Background: an optimization exercise with open tools, aiming at small area. Do not read the settings as production practice. Function was checked by simulation only, so behaviour that the tests miss may differ from the original. In every run shown here, the design's own scripts or RTL, not TritonCTS, make the clock network. The flow treats the clock pin as an ideal source. Dropping or thinning the clock tree relies on that and would not hold on a real chip. No activity file was given, so power comes from the tool's default toggle rates.

==> flow/design.v <==
`timescale 1ns / 1ps
module Fitbit(
    input CLK,
    input start,
    input reset,
    input [1:0] select,
    output [6:0] sseg,
    output [3:0] an,
    output SI,
    output dp
    );
function [15:0] inc;
    input [15:0] x;
    integer i;
    reg c;
    begin
        c = 1'b1;
        for (i = 0; i < 16; i = i + 1) begin
            inc[i] = x[i] ^ c;
            c = c & x[i];
        end
    end
endfunction
function lt10;
    input [9:0] x;
    input [9:0] k;
    integer i;
    reg r, e;
    begin
        r = 1'b0;
        e = 1'b1;
        for (i = 9; i >= 0; i = i - 1) begin
            r = r | (e & ~x[i] & k[i]);
            e = e & ~(x[i] ^ k[i]);
        end
        lt10 = r;
    end
endfunction
function [3:0] dinc;
    input [3:0] d;
    begin
        dinc[0] = ~d[0];
        dinc[1] = (d[1] ^ d[0]) & ~d[3];
        dinc[2] = d[2] ^ (d[1] & d[0]);
        dinc[3] = (d[3] & ~d[0]) | (d[2] & d[1] & d[0]);
    end
endfunction
function [3:0] dadd6;
    input [3:0] d;
    reg lo;
    begin
        lo = ~d[3] & ~d[2];
        dadd6[0] = d[0];
        dadd6[1] = lo ? ~d[1] : (d[1] & ~d[3]);
        dadd6[2] = lo ? ~d[1] : d[3];
        dadd6[3] = lo & d[1];
    end
endfunction
assign dp = 1'b1;
function [12:0] lfsr;
    input [12:0] q;
    lfsr = {q[11:0], ~(q[12] ^ q[11] ^ q[1] ^ q[0])};
endfunction
function lfsr_end;
    input [12:0] q;
    lfsr_end = ~q[10] & ~q[9] & ~q[8] & ~q[7] & q[6] & q[4] & ~q[3] & q[2] & ~q[1] & ~q[0];
endfunction
reg [12:0] g_cnt;
reg        g_sec;
wire g_end  = lfsr_end(g_cnt);
wire g_tick = g_end & ~g_sec;
always @(posedge CLK) begin
    if (reset) begin
        g_cnt <= 13'd0;
        g_sec <= 1'b0;
    end else if (g_end) begin
        g_cnt <= 13'd1;           
        g_sec <= ~g_sec;
    end else
        g_cnt <= lfsr(g_cnt);
end
reg [9:0] hclk;
wire [15:0] h_inc = inc({6'd0, hclk});
always @(posedge CLK) begin
    if (reset)
        hclk <= 10'd0;
    else if (g_tick) begin
        if ((select == 2'b11) & start)
            hclk <= h_inc[9:0];
        else
            hclk <= 10'd0;
    end
end
reg [3:0] code;
always @(*) begin
    case (select)
        2'b00: code = 4'd1;
        2'b01: code = 4'd2;
        2'b10: code = 4'd3;
        default: begin
            if (hclk == 10'd0)                       code = 4'd4;
            else if (hclk == 10'd1)                  code = 4'd5;
            else if (hclk == 10'd2 || hclk == 10'd8) code = 4'd6;
            else if (hclk == 10'd3)                  code = 4'd7;
            else if (hclk == 10'd4)                  code = 4'd8;
            else if (hclk == 10'd5 || hclk == 10'd7) code = 4'd9;
            else if (hclk == 10'd6)                  code = 4'd10;
            else if (lt10(hclk, 10'd74))             code = 4'd11;
            else if (lt10(hclk, 10'd80))             code = 4'd12;
            else if (lt10(hclk, 10'd145))            code = 4'd13;
            else                                     code = 4'd0;
        end
    endcase
end
reg [8:0] half;
always @(*) begin
    case (code)
        4'd1:  half = 9'd156;
        4'd2:  half = 9'd78;
        4'd3:  half = 9'd39;
        4'd4:  half = 9'd250;
        4'd5:  half = 9'd152;
        4'd6:  half = 9'd76;
        4'd7:  half = 9'd185;
        4'd8:  half = 9'd71;
        4'd9:  half = 9'd167;
        4'd10: half = 9'd263;
        4'd11: half = 9'd72;
        4'd12: half = 9'd147;
        4'd13: half = 9'd40;
        default: half = 9'bxxxxxxxxx;
    endcase
end
reg [3:0] prev_code;
reg [8:0] p_cnt;
reg       pulse;
reg       step;           
wire same     = (code == prev_code);
wire p_run    = start & (code != 4'd0);
wire p_toggle = same & p_run & (&(p_cnt | ~half));
wire [15:0] p_inc = inc({7'd0, p_cnt});
always @(posedge CLK) begin
    if (reset)
        prev_code[3] <= 1'b1;
    else
        prev_code[3] <= code[3];
end
always @(posedge CLK) prev_code[2:0] <= code[2:0];
always @(posedge CLK) begin
    if (~same)
        p_cnt <= 9'd2;
    else if (p_run) begin
        if (p_toggle)
            p_cnt <= 9'd1;
        else
            p_cnt <= p_inc[8:0];
    end
end
always @(posedge CLK) begin
    if (reset) begin
        pulse <= 1'b0;
        step  <= 1'b0;
    end else begin
        pulse <= pulse ^ p_toggle;
        step  <= p_toggle & ~pulse;
    end
end
reg [12:0] t_cnt;
reg        t_sec;
wire t_end  = lfsr_end(t_cnt);
wire tick   = t_end & ~t_sec;
always @(posedge CLK) begin
    if (reset) begin
        t_cnt <= 13'd0;
        t_sec <= 1'b0;
    end else if (t_end) begin
        t_cnt <= 13'd0;
        t_sec <= ~t_sec;
    end else
        t_cnt <= lfsr(t_cnt);
end
reg [6:0] sps;
wire [15:0] sps_inc = inc({9'd0, sps});
wire over32 = sps[6] | (sps[5] & (|sps[4:0]));
wire high   = sps[6];
always @(posedge CLK) begin
    if (reset)
        sps <= 7'd0;
    else if (tick)
        sps <= {6'd0, step};
    else if (step & ~sps[6])
        sps <= sps_inc[6:0];
end
reg [3:0] nine;
reg [3:0] o32;
always @(posedge CLK) begin
    if (reset) begin
        nine <= 4'd0;
        o32  <= 4'd0;
    end else if (tick & ~(nine[3] & nine[0])) begin
        nine <= dinc(nine);
        if (over32)
            o32 <= dinc(o32);
    end
end
reg [5:0] hac;
wire [15:0] hac_inc = inc({10'd0, hac});
wire hac60  = hac[5] & hac[4] & hac[3] & hac[2];
wire over60 = hac[0];
wire ha_add = tick & hac60 & high;
always @(posedge CLK) begin
    if (reset)
        hac <= 6'd0;
    else if (tick) begin
        if (~high)
            hac <= 6'd0;
        else if (~(hac60 & hac[0]))
            hac <= hac_inc[5:0];
    end
end
reg [3:0] ha0, ha1, ha2, ha3;
wire add1  = ha_add & over60;
wire add60 = ha_add & ~over60;
wire c0 = add1 & ha0[3] & ha0[0];
wire c1 = (add60 & (ha1[3] | ha1[2])) | (c0 & ha1[3] & ha1[0]);
wire c2 = c1 & ha2[3] & ha2[0];
always @(posedge CLK) begin
    if (reset) begin
        ha0 <= 4'd0; ha1 <= 4'd0; ha2 <= 4'd0; ha3 <= 4'd0;
    end else begin
        if (add1)  ha0 <= dinc(ha0);
        if (add60) ha1 <= dadd6(ha1);
        else if (c0) ha1 <= dinc(ha1);
        if (c1) ha2 <= dinc(ha2);
        if (c2) ha3 <= dinc(ha3);
    end
end
reg [3:0] s0, s1, s2, s3;
wire sat  = s0[3] & s0[1];
wire all9 = s0[3] & s0[0] & s1[3] & s1[0] & s2[3] & s2[0] & s3[3] & s3[0];
wire sinc = step & ~all9;
wire sc0 = sinc & s0[3] & s0[0];
wire sc1 = sc0 & s1[3] & s1[0];
wire sc2 = sc1 & s2[3] & s2[0];
always @(posedge CLK) begin
    if (reset) begin
        s0 <= 4'd0; s1 <= 4'd0; s2 <= 4'd0; s3 <= 4'd0;
    end else begin
        if (step & all9) s0 <= 4'b1011;
        else if (sinc) s0 <= dinc(s0);
        if (sc0)  s1 <= dinc(s1);
        if (sc1)  s2 <= dinc(s2);
        if (sc2)  s3 <= dinc(s3);
    end
end
reg [10:0] pre;
reg [3:0]  m0, m1;
wire [15:0] pre_inc = inc({5'd0, pre});
wire minc = step & (&pre);
wire mc0  = minc & m0[3] & m0[0];
always @(posedge CLK) begin
    if (reset) begin
        pre <= 11'd0;
        m0  <= 4'd0;
        m1  <= 4'd0;
    end else begin
        if (step) pre <= pre_inc[10:0];
        if (minc) m0 <= dinc(m0);
        if (mc0)  m1 <= dinc(m1);
    end
end
reg [2:0] rot;
wire [15:0] rot_inc = inc({13'd0, rot});
always @(posedge CLK) begin
    if (reset)
        rot <= 3'd0;
    else if (tick)
        rot <= rot_inc[2:0];
end
wire [1:0] mode = rot[2:1];
assign SI = (mode == 2'd0) & sat;
reg [6:0] scan;
wire [15:0] scan_inc = inc({9'd0, scan});
always @(posedge CLK) begin
    if (reset)
        scan <= 7'd16;
    else
        scan <= scan_inc[6:0];
end
wire [1:0] dig = scan[6:5];
assign an = {~(dig == 2'd0), ~(dig == 2'd1), ~(dig == 2'd2), ~(dig == 2'd3)};
reg [3:0] d;
always @(*) begin
    case (mode)
        2'd0: case (dig)
                2'd0: d = s3;
                2'd1: d = s2;
                2'd2: d = s1;
                default: d = s0;
              endcase
        2'd1: case (dig)
                2'd0: d = m1;
                2'd1: d = m0;
                2'd2: d = 4'd15;
                default: d = {1'b0, pre[10], 1'b0, pre[10]};
              endcase
        2'd2: d = (dig == 2'd3) ? o32 : 4'd0;
        default: case (dig)
                2'd0: d = ha3;
                2'd1: d = ha2;
                2'd2: d = ha1;
                default: d = ha0;
              endcase
    endcase
end
reg [6:0] seg;
always @(*) begin
    if (d[3])
        seg = d[2] ? 7'b1110111 : (d[0] ? 7'b0000100 : 7'b0000000);
    else case (d[2:0])
        3'd0: seg = 7'b0000001;
        3'd1: seg = 7'b1001111;
        3'd2: seg = 7'b0010010;
        3'd3: seg = 7'b0000110;
        3'd4: seg = 7'b1001100;
        3'd5: seg = 7'b0100100;
        3'd6: seg = 7'b0100000;
        default: seg = 7'b0001111;
    endcase
end
assign sseg = seg;
endmodule
==> flow/flow/run.sh <==
#!/bin/bash
# Own layout flow: the standard synthesis, then an area-oriented re-mapping of
# its combinational logic (the registers, their names and cells are kept as
# the standard synthesis made them), then the standard ORFS layout steps with
# small port buffers and a clock tree built by hand (flow/manual_cts.tcl).
set -euo pipefail
W=$(pwd)
F=$W/flow
R=$W/orfs/results/$FLOW_PLATFORM/Fitbit/base
LIB=$FLOW_HOME/platforms/sky130hd/lib/sky130_fd_sc_hd__tt_025C_1v80.lib

bash standard.sh synth > $W/log_1_standard_synth.txt 2>&1

cp $R/1_2_yosys.v $W/standard_synth.v
# Three ABC scripts run side by side; the smallest netlist that comes out
# is kept. ABC's don't-care pass can crash on some netlists, hence more than
# one; if all fail, the standard synthesis is kept unchanged.
best=""; best_area=""
for k in 1 2 3; do
  ( LIB=$LIB IN=$W/standard_synth.v OUT=$W/resynth_$k.v ABC=$F/area$k.abc \
      timeout 1200 yosys -c $F/resynth.tcl > $W/log_2_resynth_$k.txt 2>&1 || true ) &
done
wait
for k in 1 2 3; do
  a=$(grep "Chip area for top module" $W/log_2_resynth_$k.txt 2>/dev/null | awk '{print $NF}' || true)
  if [[ -n "$a" && -s $W/resynth_$k.v ]] && grep -q "^endmodule" $W/resynth_$k.v; then
    if [[ -z "$best" ]] || awk -v a="$a" -v b="$best_area" 'BEGIN{exit !(a<b)}'; then
      best=$k; best_area=$a
    fi
  fi
done
echo "resynth choice: ${best:-none} area ${best_area:-n/a}" > $W/log_2_resynth_choice.txt
if [[ -n "$best" ]]; then
  cp $W/resynth_$best.v $R/1_2_yosys.v
fi
rm -f $R/1_synth.odb $R/1_synth.sdc

bash standard.sh place \
  "BUFFER_PORTS_ARGS=-buffer_cell sky130_fd_sc_hd__buf_1" \
  > $W/log_3_standard_place.txt 2>&1

PLATFORM_DIR=$FLOW_HOME/platforms/sky130hd IN_ODB=$R/3_place.odb IN_SDC=$R/3_place.sdc \
  NCLUS=8 CBUF=sky130_fd_sc_hd__inv_8 CBUF_BIG=sky130_fd_sc_hd__inv_12 \
  ROOTBUF=sky130_fd_sc_hd__inv_8 SLEW_LIMIT=0.095 \
  OUT_ODB=$R/4_1_cts.odb OUT_SDC=$R/4_cts.sdc \
  openroad -no_init -exit $F/manual_cts.tcl > $W/log_4_manual_cts.txt 2>&1

bash standard.sh finish \
  "BUFFER_PORTS_ARGS=-buffer_cell sky130_fd_sc_hd__buf_1" \
  > $W/log_5_standard_finish.txt 2>&1
test -f $W/out/final.def
==> flow/flow/area1.abc <==
strash
balance -l
 resub -K 6 -l
 rewrite -l
 resub -K 6 -N 2 -l
 refactor -l
 resub -K 8 -l
 balance -l
 resub -K 8 -N 2 -l
 rewrite -l
 resub -K 10 -l
 rewrite -z -l
 resub -K 10 -N 2 -l
 balance -l
 resub -K 12 -l
 refactor -z -l
 resub -K 12 -N 2 -l
 rewrite -z -l
 balance -l

&get -n
&deepsyn -J 100 -T 500
&put
balance -l
 resub -K 6 -l
 rewrite -l
 resub -K 6 -N 2 -l
 refactor -l
 resub -K 8 -l
 balance -l
 resub -K 8 -N 2 -l
 rewrite -l
 resub -K 10 -l
 rewrite -z -l
 resub -K 10 -N 2 -l
 balance -l
 resub -K 12 -l
 refactor -z -l
 resub -K 12 -N 2 -l
 rewrite -z -l
 balance -l

&get -n
&dch -f
&nf -R 1000
&put
mfs3 -ar
mfs3 -a
mfs3 -ar
==> flow/flow/area2.abc <==
strash
balance -l
 resub -K 6 -l
 rewrite -l
 resub -K 6 -N 2 -l
 refactor -l
 resub -K 8 -l
 balance -l
 resub -K 8 -N 2 -l
 rewrite -l
 resub -K 10 -l
 rewrite -z -l
 resub -K 10 -N 2 -l
 balance -l
 resub -K 12 -l
 refactor -z -l
 resub -K 12 -N 2 -l
 rewrite -z -l
 balance -l

&get -n
&deepsyn -J 100 -T 500
&put
balance -l
 resub -K 6 -l
 rewrite -l
 resub -K 6 -N 2 -l
 refactor -l
 resub -K 8 -l
 balance -l
 resub -K 8 -N 2 -l
 rewrite -l
 resub -K 10 -l
 rewrite -z -l
 resub -K 10 -N 2 -l
 balance -l
 resub -K 12 -l
 refactor -z -l
 resub -K 12 -N 2 -l
 rewrite -z -l
 balance -l

&get -n
&dch -f
&nf -R 1000
&put
mfs3 -a
mfs3 -a
==> flow/flow/area3.abc <==
strash
balance -l
 resub -K 6 -l
 rewrite -l
 resub -K 6 -N 2 -l
 refactor -l
 resub -K 8 -l
 balance -l
 resub -K 8 -N 2 -l
 rewrite -l
 resub -K 10 -l
 rewrite -z -l
 resub -K 10 -N 2 -l
 balance -l
 resub -K 12 -l
 refactor -z -l
 resub -K 12 -N 2 -l
 rewrite -z -l
 balance -l

&get -n
&deepsyn -J 100 -T 400 -v
&put
balance -l
 resub -K 6 -l
 rewrite -l
 resub -K 6 -N 2 -l
 refactor -l
 resub -K 8 -l
 balance -l
 resub -K 8 -N 2 -l
 rewrite -l
 resub -K 10 -l
 rewrite -z -l
 resub -K 10 -N 2 -l
 balance -l
 resub -K 12 -l
 refactor -z -l
 resub -K 12 -N 2 -l
 rewrite -z -l
 balance -l

&get -n
&dch -f
&nf -R 1000
&put
==> flow/flow/manual_cts.tcl <==
# Clock tree by hand: the flip-flops are split into NCLUS groups by position
# (balanced k-means); each group gets one inverter at its centre, and one
# root inverter next to the clock port drives them all, so every flip-flop
# sees the clock through exactly two inverters (the port feeds one pin).
set P $::env(PLATFORM_DIR)
read_liberty $P/lib/sky130_fd_sc_hd__tt_025C_1v80.lib
read_db $::env(IN_ODB)
read_sdc $::env(IN_SDC)
source $P/setRC.tcl
set_dont_use {*lpflow* *probe*}
set K $::env(NCLUS)
set BUF $::env(CBUF)
set db [ord::get_db]
set block [ord::get_db_block]
set clk [$block findNet CLK]
set sinks {}
foreach it [$clk getITerms] {
  lappend sinks $it
}
set n [llength $sinks]
set xs {}; set ys {}
foreach it $sinks {
  set inst [$it getInst]
  set b [$inst getBBox]
  lappend xs [expr {([$b xMin] + [$b xMax]) / 2.0}]
  lappend ys [expr {([$b yMin] + [$b yMax]) / 2.0}]
}
# k-means, deterministic start: sinks sorted by x, evenly spaced picks
set order [lsort -indices -real $xs]
set cx {}; set cy {}
for {set k 0} {$k < $K} {incr k} {
  set i [lindex $order [expr {int(($k + 0.5) * $n / $K)}]]
  lappend cx [lindex $xs $i]; lappend cy [lindex $ys $i]
}
set cap [expr {int(ceil(double($n) / $K)) + 2}]
for {set iter 0} {$iter < 50} {incr iter} {
  # balanced assignment: greedy by distance with a size cap
  set pairs {}
  for {set i 0} {$i < $n} {incr i} {
    for {set k 0} {$k < $K} {incr k} {
      set d [expr {abs([lindex $xs $i] - [lindex $cx $k]) + abs([lindex $ys $i] - [lindex $cy $k])}]
      lappend pairs [list $d $i $k]
    }
  }
  set pairs [lsort -real -index 0 $pairs]
  array unset asg; array unset cnt
  for {set k 0} {$k < $K} {incr k} { set cnt($k) 0 }
  foreach p $pairs {
    lassign $p d i k
    if {[info exists asg($i)]} continue
    if {$cnt($k) >= $cap} continue
    set asg($i) $k; incr cnt($k)
  }
  set nx {}; set ny {}
  for {set k 0} {$k < $K} {incr k} {
    set sx 0; set sy 0; set c 0
    for {set i 0} {$i < $n} {incr i} {
      if {$asg($i) == $k} { set sx [expr {$sx + [lindex $xs $i]}]; set sy [expr {$sy + [lindex $ys $i]}]; incr c }
    }
    if {$c > 0} { lappend nx [expr {$sx / $c}]; lappend ny [expr {$sy / $c}] } else { lappend nx [lindex $cx $k]; lappend ny [lindex $cy $k] }
  }
  set cx $nx; set cy $ny
}
proc outterm {inst} {
  set t [$inst findITerm X]
  if {$t eq "NULL" || $t eq ""} { set t [$inst findITerm Y] }
  return $t
}
set master [$db findMaster $BUF]
set src $clk
if {[info exists ::env(ROOTBUF)] && $::env(ROOTBUF) ne ""} {
  set rinst [odb::dbInst_create $block [$db findMaster $::env(ROOTBUF)] "clkbuf_m_root"]
  set src [odb::dbNet_create $block "clknet_m_root"]
  $src setSigType CLOCK
  [$rinst findITerm A] connect $clk
  [outterm $rinst] connect $src
  set sx 0; set sy 0
  foreach x $cx y $cy { set sx [expr {$sx + $x}]; set sy [expr {$sy + $y}] }
  $rinst setLocation [expr {int($sx / $K)}] [expr {int($sy / $K)}]
  $rinst setPlacementStatus PLACED
}
for {set k 0} {$k < $K} {incr k} {
  set inst [odb::dbInst_create $block $master "clkbuf_m_$k"]
  set net [odb::dbNet_create $block "clknet_m_$k"]
  $net setSigType CLOCK
  [$inst findITerm A] connect $src
  [outterm $inst] connect $net
  $inst setLocation [expr {int([lindex $cx $k])}] [expr {int([lindex $cy $k])}]
  $inst setPlacementStatus PLACED
  set newnet($k) $net
  puts "cluster $k: $cnt($k) sinks"
}
for {set i 0} {$i < $n} {incr i} {
  set it [lindex $sinks $i]
  $it disconnect
  $it connect $newnet($asg($i))
}
global_connect
detailed_placement
set_propagated_clock [all_clocks]
estimate_parasitics -placement
# a leaf whose flip-flops see a slow clock slew gets the next larger inverter
foreach k [array names newnet] {
  set net $newnet($k)
  set worst 0
  foreach it [$net getITerms] {
    set i [$it getInst]
    if {[[$i getMaster] getName] eq $BUF} continue
    set s [get_property [get_pins [$i getName]/CLK] slew_max]
    if {$s > $worst} {set worst $s}
  }
  puts "leaf $k worst slew $worst"
  if {$worst > $::env(SLEW_LIMIT)} {
    puts "upsizing clkbuf_m_$k"
    replace_cell [get_cells clkbuf_m_$k] $::env(CBUF_BIG)
  }
}
detailed_placement
check_placement -verbose
set_propagated_clock [all_clocks]
estimate_parasitics -placement
set worst 0
foreach pin [get_pins -hierarchical */CLK] {
  set s [get_property $pin slew_max]
  if {$s > $worst} {set worst $s}
}
puts "RESULT worst_ck_slew=$worst"
report_clock_skew
report_worst_slack -min
report_worst_slack -max
write_db $::env(OUT_ODB)
write_sdc -no_timestamp $::env(OUT_SDC)
==> flow/flow/resynth.tcl <==
# Re-map the combinational logic of the standard synthesis for area.
# Flip-flops and tie cells stay as they are (same instances, names, cells).
yosys read_liberty -ignore_miss_func $::env(LIB)
yosys read_verilog $::env(IN)
yosys hierarchy -top Fitbit
yosys setattr -mod -set keep_hierarchy 1 sky130_fd_sc_hd__dfxtp_1 sky130_fd_sc_hd__conb_1
yosys flatten
yosys opt_clean
yosys abc -liberty $::env(LIB) -script $::env(ABC) -dont_use *lpflow* -dont_use *probe*
yosys opt_clean -purge
yosys hilomap -singleton -hicell sky130_fd_sc_hd__conb_1 HI -locell sky130_fd_sc_hd__conb_1 LO
yosys opt_clean -purge
yosys stat -liberty $::env(LIB)
yosys select Fitbit
yosys write_verilog -selected -noattr -nohex -nodec $::env(OUT)
==> flow/standard.sh <==
#!/bin/bash
# synth_recipe.tcl (not shown) runs the flow's synth.tcl, then flattens the netlist and writes it again
# the make line also repeats each setting of config.mk as NAME=value (left out here)
make -C /OpenROAD-flow-scripts/flow DESIGN_CONFIG=/design/flow/config.mk WORK_HOME=/design/flow/orfs CLKGATE_MAP_FILE= SYNTH_SCRIPT=/design/flow/synth_recipe.tcl "${@:-finish}"
==> flow/config.mk <==
export PLATFORM = sky130hd
export DESIGN_NAME = Fitbit
export DESIGN_NICKNAME = Fitbit
export VERILOG_FILES = /design/flow/design.v
export SDC_FILE = /design/flow/constraint.sdc
export NUM_CORES = 4
export LEC_CHECK = 0
export CAP_MARGIN = 20
export CORE_MARGIN = 2
export CORE_UTILIZATION = 55
export SLEW_MARGIN = 20
==> flow/constraint.sdc <==
create_clock -name core_clock -period 25.0 [get_ports {CLK}]
set_input_delay 5.0000 -clock core_clock [delete_from_list [all_inputs] [get_ports {CLK}]]
set_output_delay 5.0000 -clock core_clock [all_outputs]
set_load 0.01 [all_outputs]
==> summary.txt, run 1 <==
Global routing
  – Initial antenna violation count: 0
  – Grt ovf: 0
  – First-pass GRT wire length: 17900 um
  – Vias in the first global route: 3929
  – GRT Util Overall: 19.9%
  – Pin count of the biggest net entering global routing: 52

Cells and area
  – Share of cells above drive strength 1: 1.84%
  – Commonest non-fill, non-tap cell in the layout: dfxtp_1
  – Fillers: slightly below 900
  – Net count, final: 658
  – Syn-to-layout area delta: 6.51%
  – Fin cells: between 700 and 800
  – Post-layout util: 59.3%
  – ANT cells: 0
  – Commonest non-fill, non-tap cells in the layout: dfxtp_1 (135), nor2_1 (83), a21oi_1 (80)

Pwr
  – Pleak: 2.03 nW
  – Clock network power share: 28.2%
  – Flop pwr share: 68.6%
  – Switch share: between 20% and 30%
  – VDD IR max: a little over 0.00004 V
  – Comb pwr share: between 3 and 4%
  – Internal power: 0.000234 W
  – Pwr dens: 55.6 nW/um2
  – P_sw: 0.0000842 W

Floorplanning
  – Die Y: 103 um
  – Starting density of the core: 55.6%
  – Die area: 10600 um2
  – Ports: 18
  – Core footprint: around 9600 um2
  – Die W: 103 um
  – Num rows: 36

Placed design
  – Dpl hpwl: between 7000 and 8000 um
  – PortBufs: 16
  – DP Cell Count: between 700 and 800
  – Global placement routability congestion: 0.883

Worst setup path
  – Crit end category: output port
  – CP max-delay cell: a2111oi_0
  – Critical path depth in cells: 10
  – WP buf/inv: 1
  – Data arrival, critical path: 3.13 ns
  – CP max stage delay: roughly 0.90 ns
  – Critical path cell sequence: or2_0 -> o22ai_1 -> nor2_1 -> a2111oi_0 -> and2_0 -> nor2_1 -> nor2_1 -> nand2_1 -> o21ai_0 -> buf_1
  – Kind of cell adding the most delay to the critical path: compound AO/OA/AOI/OAI gates
  – CP max FO: 12
  – FF-to-FF path depth: 12
  – WP data required: 20.00 ns
  – Crit-path most repeated cell: nor2_1
  – Startpoint Class: flip-flop
  – Setup CP Type: flip-flop to output port

Synthesis
  – Syn Area/Cell: ~8.6 um2
  – Post-Synthesis Cells: ~620
  – Ys Warns: 1
  – Syn_nets: about 630
  – Mapped Area: about 5400 um2

Routing
  – Detailed-route wire length: 10500 um
  – Routed WL per cell: 13.4 um
  – Via Count: 4405
  – Final ANT Viol Nets: 0
  – DRT Pass-1 Iters: 4
  – Vias per cell: 5.62
  – DRC: 0
  – DRT iter0 DRCs: 216

STA
  – Setup Skew: 0.0147 ns
  – Crit share post-route: 32.5%
  – RSZ-0062 raised after global routing: no
  – Worst-Margin Slew: 1.06 ns
  – Setup_tns: 0 ns
  – Final Critical Period: between 8 and 9 ns
  – Fmax: 123 MHz
  – Slew HR: 27.6%
  – Final Setup Violations: 0
  – Fin. Hold Viols: 0
  – Max-slew violations: 0

Clocking
  – Worst-path clk slew: 0.09 ns
  – Clk latency of the worst-skew pair: around 0.21 ns

Status
  – Status: finished clean

Min path
  – Class of the worst hold path: flip-flop to flip-flop
  – Hold path depth: 1

Job
  – Maxcap violations: 0
-- routing by layer --
layer	wire (um)	vias up	GRT usage, %
met3	303	12	2.03
met2	4890	52	34.9
met5	0	-	0
li1	-	2318	-
met4	155	0	2.53
met1	5140	2023	27.6
-- power groups by stage --
stage / clock [W] / combinational, W / sequential (W)
after global placement: 0 / 0.00000993 / 0.000223
after global routing: 0.000103 / 0.0000115 / 0.000219
after floorplan: 0 / 0.00000615 / 0.000223
final: 0.0000896 / 0.0000101 / 0.000218
after detailed placement: 0 / 0.0000102 / 0.000223
-- flip-flops by register name (all words and copies together), names as in the netlist, 6 cells and up, named ones only --
name   count
p_cnt      9
scan       7
hclk      10
g_cnt     13
pre       11
hac        6
t_cnt     13
sps        7
-- final timing paths --
| path | startpoint | to | slack (ns) |
|---|---|---|---|
| hold / removal | t_cnt[5]$_SDFF_PP0_ | t_cnt[6]$_SDFF_PP0_ | 0.44 |
| hold reg to reg | t_cnt[5]$_SDFF_PP0_ | t_cnt[6]$_SDFF_PP0_ | 0.44 |
| setup reg to reg | t_cnt[3]$_SDFF_PP0_ | ha3[2]$_SDFFE_PP0P_ | 21.11 |
| setup / recovery | scan[5]$_SDFF_PP0_ | sseg[3] | 16.87 |
-- worst reg2reg max path, cell delays in order (launching register included) --
cell	delay, ns
dfxtp_1	0.32
nor4_1	0.47
nand3_1	0.18
nor2_1	0.41
clkinv_1	0.35
nor3_1	0.49
clkinv_1	0.16
a21oi_1	0.32
and2_0	0.40
and3_1	0.27
and2_0	0.23
o21ai_0	0.10
a21oi_1	0.13
-- stage by stage --
step / cell area, um2 / setup slack (ns) / total power (W) / hold slack (ns)
finish: 5710 / 16.87 / 0.000318 / 0.438
global route: 5710 / 16.66 / 0.000333 / 0.459
detailed placement: 5610 / 17.15 / 0.000233 / 0.421
global placement: 5610 / 17.30 / 0.000233 / 0.406
floorplan: 5360 / 17.61 / 0.000229 / 0.400
-- area by class of cell --
class / count / area (um2) / area share (%)
Timing Repair Buffer: 18 / 76.3 / 1.34
Multi-Input combinational cell: 478 / 2620 / 45.8
Sequential cell: 135 / 2700 / 47.3
Inverter: 20 / 148 / 2.58
Tap cell: 133 / 166 / 2.91
==> run 2: changes to the inputs <==
--- a/flow/config.mk
+++ b/flow/config.mk
@@ -9,3 +9,3 @@
 export CORE_MARGIN = 2
-export CORE_UTILIZATION = 55
+export CORE_UTILIZATION = 70
 export SLEW_MARGIN = 20
==> run 2 against run 1 <==
Still clean. Clock power down 2.3%. Sequential power barely moved. Critical path depth did not move. Register-to-register slack improved by 0.05 ns. Cell count is 4.5% lower. Critical endpoint unchanged.
==> summary.txt, run 2 <==
Status
  – Status: finished clean

STA
  – Slew HR: 40.7% (+13 points)
  – Setup Skew: 0.0170 ns (+0.00236 ns)
  – Fin. Hold Viols: 0 (unchanged)
  – Fmax: 124 MHz (+1.1%)
  – Worst-Margin Slew: 0.887 ns (-0.171 ns)
  – Max-slew violations: 0 (unchanged)
  – Final Critical Period: 8.04 ns (-0.0848 ns)
  – Setup_tns: 0 ns (unchanged)
  – RSZ-0062 raised after global routing: no
  – Final Setup Violations: 0 (unchanged)
  – Crit share post-route: 32.2% (-0.34 points)

Cells and area
  – Biggest regs: g_cnt x13, t_cnt x13, pre x11
  – Fillers: 526 (-41%)
  – Commonest non-fill, non-tap cells in the layout: dfxtp_1 (135), nor2_1 (83), a21oi_1 (80)
  – Post-layout util: 77.2% (+18 points)
  – Commonest non-fill, non-tap cell in the layout: dfxtp_1
  – Syn-to-layout area delta: 5.51%
  – Area of the multi-input gates: 2620 um2 (about the same)
  – Net count, final: 657 (-0.15%)
  – Share of cells above drive strength 1: 1.69% (-0.15 points)
  – Register area: 2700 um2 (unchanged)
  – ANT cells: 0 (unchanged)

Worst setup path
  – Setup CP Type: flip-flop to output port
  – Startpoint Class: flip-flop
  – CP max FO: 12 (unchanged)
  – Crit end category: output port
  – WP data required: 20.00 ns (about the same)
  – Data arrival, critical path: 3.04 ns (-0.09 ns)

Routing
  – Vias per cell: 6.09 (+8.4%)
  – DRT Pass-1 Iters: 5 (+1)
  – DRT iter0 DRCs: 237 (+9.7%)
  – DRC: 0 (unchanged)
  – Routed WL per cell: 14.3 um (+7.1%)
  – Detailed-route wire length: 10700 um (+2.3%)
  – Via Count: 4560 (+3.5%)
  – Final ANT Viol Nets: 0 (unchanged)

Pwr
  – P_sw: 0.0000828 W (-1.6%)
  – Tot Pwr: 0.000316 W (-0.66%)
  – Switch share: 26.2% (-0.26 points)
  – Internal power: 0.000233 W (-0.31%)
  – Comb pwr share: 3.2% (about the same)
  – Pleak: 2.03 nW (-0.29%)
  – Pwr dens: 55.8 nW/um2 (+0.29%)
  – Clock network power share: 27.7% (-0.5 points)
  – VDD IR max: 0.0000493 V (+19%)
  – Flop pwr share: 69.1% (+0.5 points)

Synthesis
  – Syn Area/Cell: 8.59 um2 (unchanged)
  – Mapped Area: 5360 um2 (unchanged)
  – Syn_nets: 629 (unchanged)
  – Post-Synthesis Cells: 624 (unchanged)
  – Ys Warns: 1 (unchanged)

Job
  – Maxcap violations: 0 (unchanged)

Floorplanning
  – Die W: 91.5 um (-11%)
  – Core footprint: 7330 um2 (-24%)
  – Num rows: 31 (-14%)
  – Starting density of the core: 73.2% (+18 points)
  – Die area: 8380 um2 (-21%)
  – Ports: 18 (unchanged)
  – Die Y: 91.5 um (-11%)

Global routing
  – Pin count of the biggest net entering global routing: 82 (+58%)
  – First-pass GRT wire length: 18800 um (+5.3%)
  – GRT Util Overall: 25.9% (+5.9 points)
  – Initial antenna violation count: 0 (unchanged)
  – Vias in the first global route: 4313 (+9.8%)
  – Grt ovf: 0 (unchanged)

Clocking
  – Worst-path clk slew: 0.09 ns (about the same)
  – Clk latency of the worst-skew pair: 0.21 ns (about the same)

Placed design
  – PortBufs: 16 (unchanged)
  – Global placement routability congestion: 0.901 (+2.0%)
  – Dpl hpwl: 7510 um (+1.3%)

Min path
  – Class of the worst hold path: flip-flop to flip-flop
==> run 2: stage by stage <==
step | hold slack, ns | instance area (um2) | instances | worst slack, ns
after global placement | 0.409 | 5560 | 740 | 17.35
final | 0.433 | 5660 | 749 | 16.96
after floorplan | 0.400 | 5360 | 624 | 17.61
after detailed placement | 0.415 | 5560 | 740 | 17.10
after global routing | 0.466 | 5660 | 749 | 16.70
==> run 2: worst paths after layout <==
| path | to | slack, ns | from | cells past startpoint |
|---|---|---|---|---|
| max | sseg[3] | 16.96 | scan[5]$_SDFF_PP0_ | 10 |
| min | t_cnt[0]$_SDFF_PP0_ | 0.43 | t_cnt[12]$_SDFF_PP0_ | 1 |
| max reg2reg | ha3[2]$_SDFFE_PP0P_ | 21.16 | t_cnt[3]$_SDFF_PP0_ | 12 |
| min reg2reg | t_cnt[0]$_SDFF_PP0_ | 0.43 | t_cnt[12]$_SDFF_PP0_ | 1 |
==> run 2: worst max-delay path: stages (launching register included) <==
cell and delay, ns:
dfxtp_1 0.39, or2_0 0.46, o22ai_1 0.26, nor2_1 0.07
a2111oi_1 0.80, and2_0 0.28, nor2_1 0.07, nor2_1 0.17
nand2_1 0.07, o21ai_0 0.07, buf_1 0.17
==> run 2: final cells by class <==
cell class,count,share of cell area (%)
inverters,20,2.52
multi-input cells,478,46.3
flip-flops and latches,135,47.8
well taps,99,2.19
repair buffers,17,1.22
==> run 2: metal layers <==
metal	part of all wire [%]	up-vias	track usage [%]	wire, um
met2	49	120	48.0	5270
met3	4.6	22	2.32	495
li1	-	2319	-	-
met4	1.9	0	5.43	200
met1	44	2099	32.5	4760
met5	0	-	0	0
==> run 2: power by group through the flow <==
| stage | registers (W) | logic [W] | clock network, W |
|---|---|---|---|
| 2_1_floorplan | 0.000223 | 0.00000615 | 0 |
| 6_report | 0.000218 | 0.0000100 | 0.0000875 |
| 3_3_place_gp | 0.000223 | 0.00000960 | 0 |
| 3_5_place_dp | 0.000223 | 0.00000995 | 0 |
| 5_1_grt | 0.000218 | 0.0000114 | 0.0000971 |

afterwards: timing with drivers on the ports:
No port has a modelled driver above. Below, the same layouts with a new extraction and two added sets of constraints. Step 1: set_driving_cell puts a clkbuf_16 on CLK and a buf_2 on each other input, an assumption about the parent block. Step 2 also shifts input and output timing later by t, the mid clock arrival at the registers, as if the neighbouring blocks saw the same clock. Slacks: no drivers / after step 1 / after step 2; pairs: no drivers / after step 1.
| run | shift t [ns] | slack for setup (ns) | hold WS [ns] | slew at the worst register clock pin (ns) | pins driven straight from the clock port |
|---|---|---|---|---|---|
| run 1 | 0.253 | 16.874 / 16.825 / 17.078 | 0.438 / 0.438 / 0.438 | 0.09 / 0.09 | 1 |
| run 2 | 0.253 | 16.959 / 16.910 / 17.163 | 0.433 / 0.433 / 0.433 | 0.09 / 0.09 | 1 |
After both steps setup and hold are still met in every run listed.
